Source: an optimization exercise on an open RTL-to-GDS flow (aim: small area and a short achievable clock period). Production flows keep margins and buffers that such runs may drop.
RTL that was checked went through simulation tests only; none was proved equivalent to the original.

==> v32 <==
// fpga_trading_core
module fpga_trading_core (
    input  wire        clk,
    input  wire        rst_n,
    input  wire        market_data_valid,
    input  wire [31:0] market_data_price,
    input  wire [31:0] market_data_size,
    input  wire [1:0]  market_data_type,  
    output reg         send_order,
    output wire [31:0] best_bid_price,
    output wire [31:0] best_bid_size,
    output wire [31:0] best_ask_price,
    output wire [31:0] best_ask_size,
    output wire [15:0] book_imbalance_fixed,
    output wire [7:0]  trade_intensity,
    output wire        ai_prediction
);
    wire [10:0] imb;
    order_book_poc order_book (
        .clk(clk), .rst_n(rst_n),
        .valid_in(market_data_valid && !market_data_type[1]),
        .price_in(market_data_price),
        .size_in(market_data_size),
        .side_in(market_data_type[0]),
        .best_bid_price(best_bid_price), .best_bid_size(best_bid_size),
        .best_ask_price(best_ask_price), .best_ask_size(best_ask_size)
    );
    hw_feature_engine feature_engine (
        .clk(clk), .rst_n(rst_n),
        .event_valid(market_data_valid),
        .event_size(market_data_size),
        .event_type(market_data_type),
        .book_imbalance(imb),
        .trade_intensity(trade_intensity)
    );
    assign book_imbalance_fixed = {5'd0, imb};
    fpga_inference_engine inference_engine (
        .book_imbalance(imb),
        .trade_intensity(trade_intensity),
        .prediction(ai_prediction)
    );
    wire [31:0] spread;
    wire [32:0] sc;
    assign sc[0] = 1'b1;
    genvar i;
    generate
        for (i = 0; i < 32; i = i + 1) begin : sub
            wire bn = ~best_bid_price[i];
            assign spread[i] = best_ask_price[i] ^ bn ^ sc[i];
  ...
==> module fpga_trading_core, before the edit <==
module fpga_trading_core (
    input  wire        clk,
    input  wire        rst_n,
    input  wire        market_data_valid,
    input  wire [31:0] market_data_price,
    input  wire [31:0] market_data_size,
    input  wire [1:0]  market_data_type,  
    output reg         send_order,
    output wire [31:0] best_bid_price,
    output wire [31:0] best_bid_size,
    output wire [31:0] best_ask_price,
    output wire [31:0] best_ask_size,
    output wire [15:0] book_imbalance_fixed,
    output wire [7:0]  trade_intensity,
    output wire        ai_prediction
);
    wire [10:0] imb;
    order_book_poc order_book (
        .clk(clk), .rst_n(rst_n),
        .valid_in(market_data_valid && !market_data_type[1]),
        .price_in(market_data_price),
        .size_in(market_data_size),
        .side_in(market_data_type[0]),
        .best_bid_price(best_bid_price), .best_bid_size(best_bid_size),
        .best_ask_price(best_ask_price), .best_ask_size(best_ask_size)
    );
    hw_feature_engine feature_engine (
        .clk(clk), .rst_n(rst_n),
        .event_valid(market_data_valid),
        .event_size(market_data_size),
        .event_type(market_data_type),
        .book_imbalance(imb),
        .trade_intensity(trade_intensity)
    );
    assign book_imbalance_fixed = {5'd0, imb};
    fpga_inference_engine inference_engine (
        .book_imbalance(imb),
        .trade_intensity(trade_intensity),
        .prediction(ai_prediction)
    );
    wire [31:0] spread;
    wire [32:0] sc;
    assign sc[0] = 1'b1;
    genvar i;
    generate
        for (i = 0; i < 32; i = i + 1) begin : sub
            wire bn = ~best_bid_price[i];
            assign spread[i] = best_ask_price[i] ^ bn ^ sc[i];
            assign sc[i+1]   = (best_ask_price[i] & bn) | (best_ask_price[i] & sc[i]) | (bn & sc[i]);
        end
    endgenerate
    wire spread_wide = |spread[31:3] | (spread[2] & spread[1]);
    always @(posedge clk or negedge rst_n) begin
        if (!rst_n) send_order <= 1'b0;
        else        send_order <= spread_wide & ai_prediction;
    end
endmodule
==> flow/config.mk <==
export PLATFORM = sky130hd
export DESIGN_NAME = fpga_trading_core
export DESIGN_NICKNAME = fpga_trading_core
export VERILOG_FILES = /design/flow/design.v
export SDC_FILE = /design/flow/constraint.sdc
export NUM_CORES = 4
export LEC_CHECK = 0
export CAP_MARGIN = 20
export CORE_MARGIN = 2
export CORE_UTILIZATION = 40
export SLEW_MARGIN = 20
export SYNTH_HIERARCHICAL = 1
==> flow/constraint.sdc <==
create_clock -name core_clock -period 320.0 [get_ports {clk}]
set_input_delay 64.0000 -clock core_clock [delete_from_list [all_inputs] [get_ports {clk}]]
set_output_delay 64.0000 -clock core_clock [all_outputs]
set_load 0.01 [all_outputs]
standard.sh (not shown) runs the stock make flow with config.mk's settings and CLKGATE_MAP_FILE= SYNTH_SCRIPT=/design/flow/synth_recipe.tcl, a recipe that flattens the netlist after the stock synthesis.
==> flow/flow/run.sh <==
#!/bin/bash
# The standard layout (bash standard.sh), with these settings passed to its make:
#  - the port buffers are buf_1 cells;
#  - clock tree: clkbuf_8 cells, sink clusters of up to 16 flip-flops, no dummy loads.
# The make output goes to standard_flow.log; each tool's log is under orfs/logs/.
set -euo pipefail
MARGIN=253.7
bash standard.sh \
  "BUFFER_PORTS_ARGS=-buffer_cell sky130_fd_sc_hd__buf_1" \
  SETUP_SLACK_MARGIN=$MARGIN \
  "CTS_ARGS=-sink_clustering_enable -repair_clock_nets -buf_list sky130_fd_sc_hd__clkbuf_8 -sink_clustering_size 16 -sink_clustering_max_diameter 50 -dont_use_dummy_load" \
  finish > standard_flow.log 2>&1
==> inputs of v27, as changes to v32 <==
--- a/flow/design.v
+++ b/flow/design.v
@@ -2131,5 +2131,5 @@
             wire bn = ~best_bid_price[i];
             assign spread[i] = best_ask_price[i] ^ bn ^ sc[i];
-            assign sc[i+1]   = (best_ask_price[i] & bn) | (best_ask_price[i] & sc[i]) | (bn & sc[i]);
+            assign sc[i+1]   = (best_ask_price[i] & bn) | (sc[i] & (best_ask_price[i] ^ bn));
         end
     endgenerate
==> flow/flow/run.sh (replaced) <==
#!/bin/bash
# The standard layout (bash standard.sh), with these settings passed to its make:
#  - the port buffers are buf_1 cells;
#  - clock tree: clkbuf_4 cells, sink clusters of up to 10 flip-flops, no dummy loads.
# The make output goes to standard_flow.log; each tool's log is under orfs/logs/.
set -euo pipefail
MARGIN=254
bash standard.sh \
  "BUFFER_PORTS_ARGS=-buffer_cell sky130_fd_sc_hd__buf_1" \
  SETUP_SLACK_MARGIN=$MARGIN \
  "CTS_ARGS=-sink_clustering_enable -repair_clock_nets -buf_list sky130_fd_sc_hd__clkbuf_4 -sink_clustering_size 10 -sink_clustering_max_diameter 40 -dont_use_dummy_load" \
  finish > standard_flow.log 2>&1
==> summary.txt <==
Wire length: v32 is smaller than v27 (about 13%). In area after synthesis, v32 and v27 hardly differ. Worst setup slack: v27 is lower than v32 (0.25 ns). Critical path depth: v32 is higher than v27 (4). Design area: v27 is larger than v32 (1.2%). Against v27, the hold slack of v32 is worse by 0.061 ns. Register-to-register slack: v32 is higher than v27 (0.93 ns). In die area, v27 and v32 hardly differ. Flip-flop and latch count is the same in v27 and v32.
For v27, only the layout was checked, not whether the RTL still works.

## port drivers added, routing unchanged
How much do the figures lean on ideal ports? The routed layouts below were timed once more, with nothing changed but the port constraints. Step 1 assumes that a clkbuf_16 drives the clock port and a buf_2 every other input. Step 2, shift: input delay + t, output delay - t, t = (earliest + latest rising clock arrival at the registers) / 2. This alone moves slack from input paths to output paths. Slacks: ideal / step 1 / step 2; pairs: ideal / step 1.
run	t, ns	setup WS [ns]	latest minus earliest clock arrival (ns)
v32	0.629	253.796 / 253.758 / 253.200	0.096 / 0.095
v27	0.853	253.542 / 253.481 / 253.259	0.146 / 0.147
After both steps setup and hold are still met in every run listed. The setup slack of v32, which loses most, moves by -0.038 ns with the drivers and by -0.596 ns with both steps.
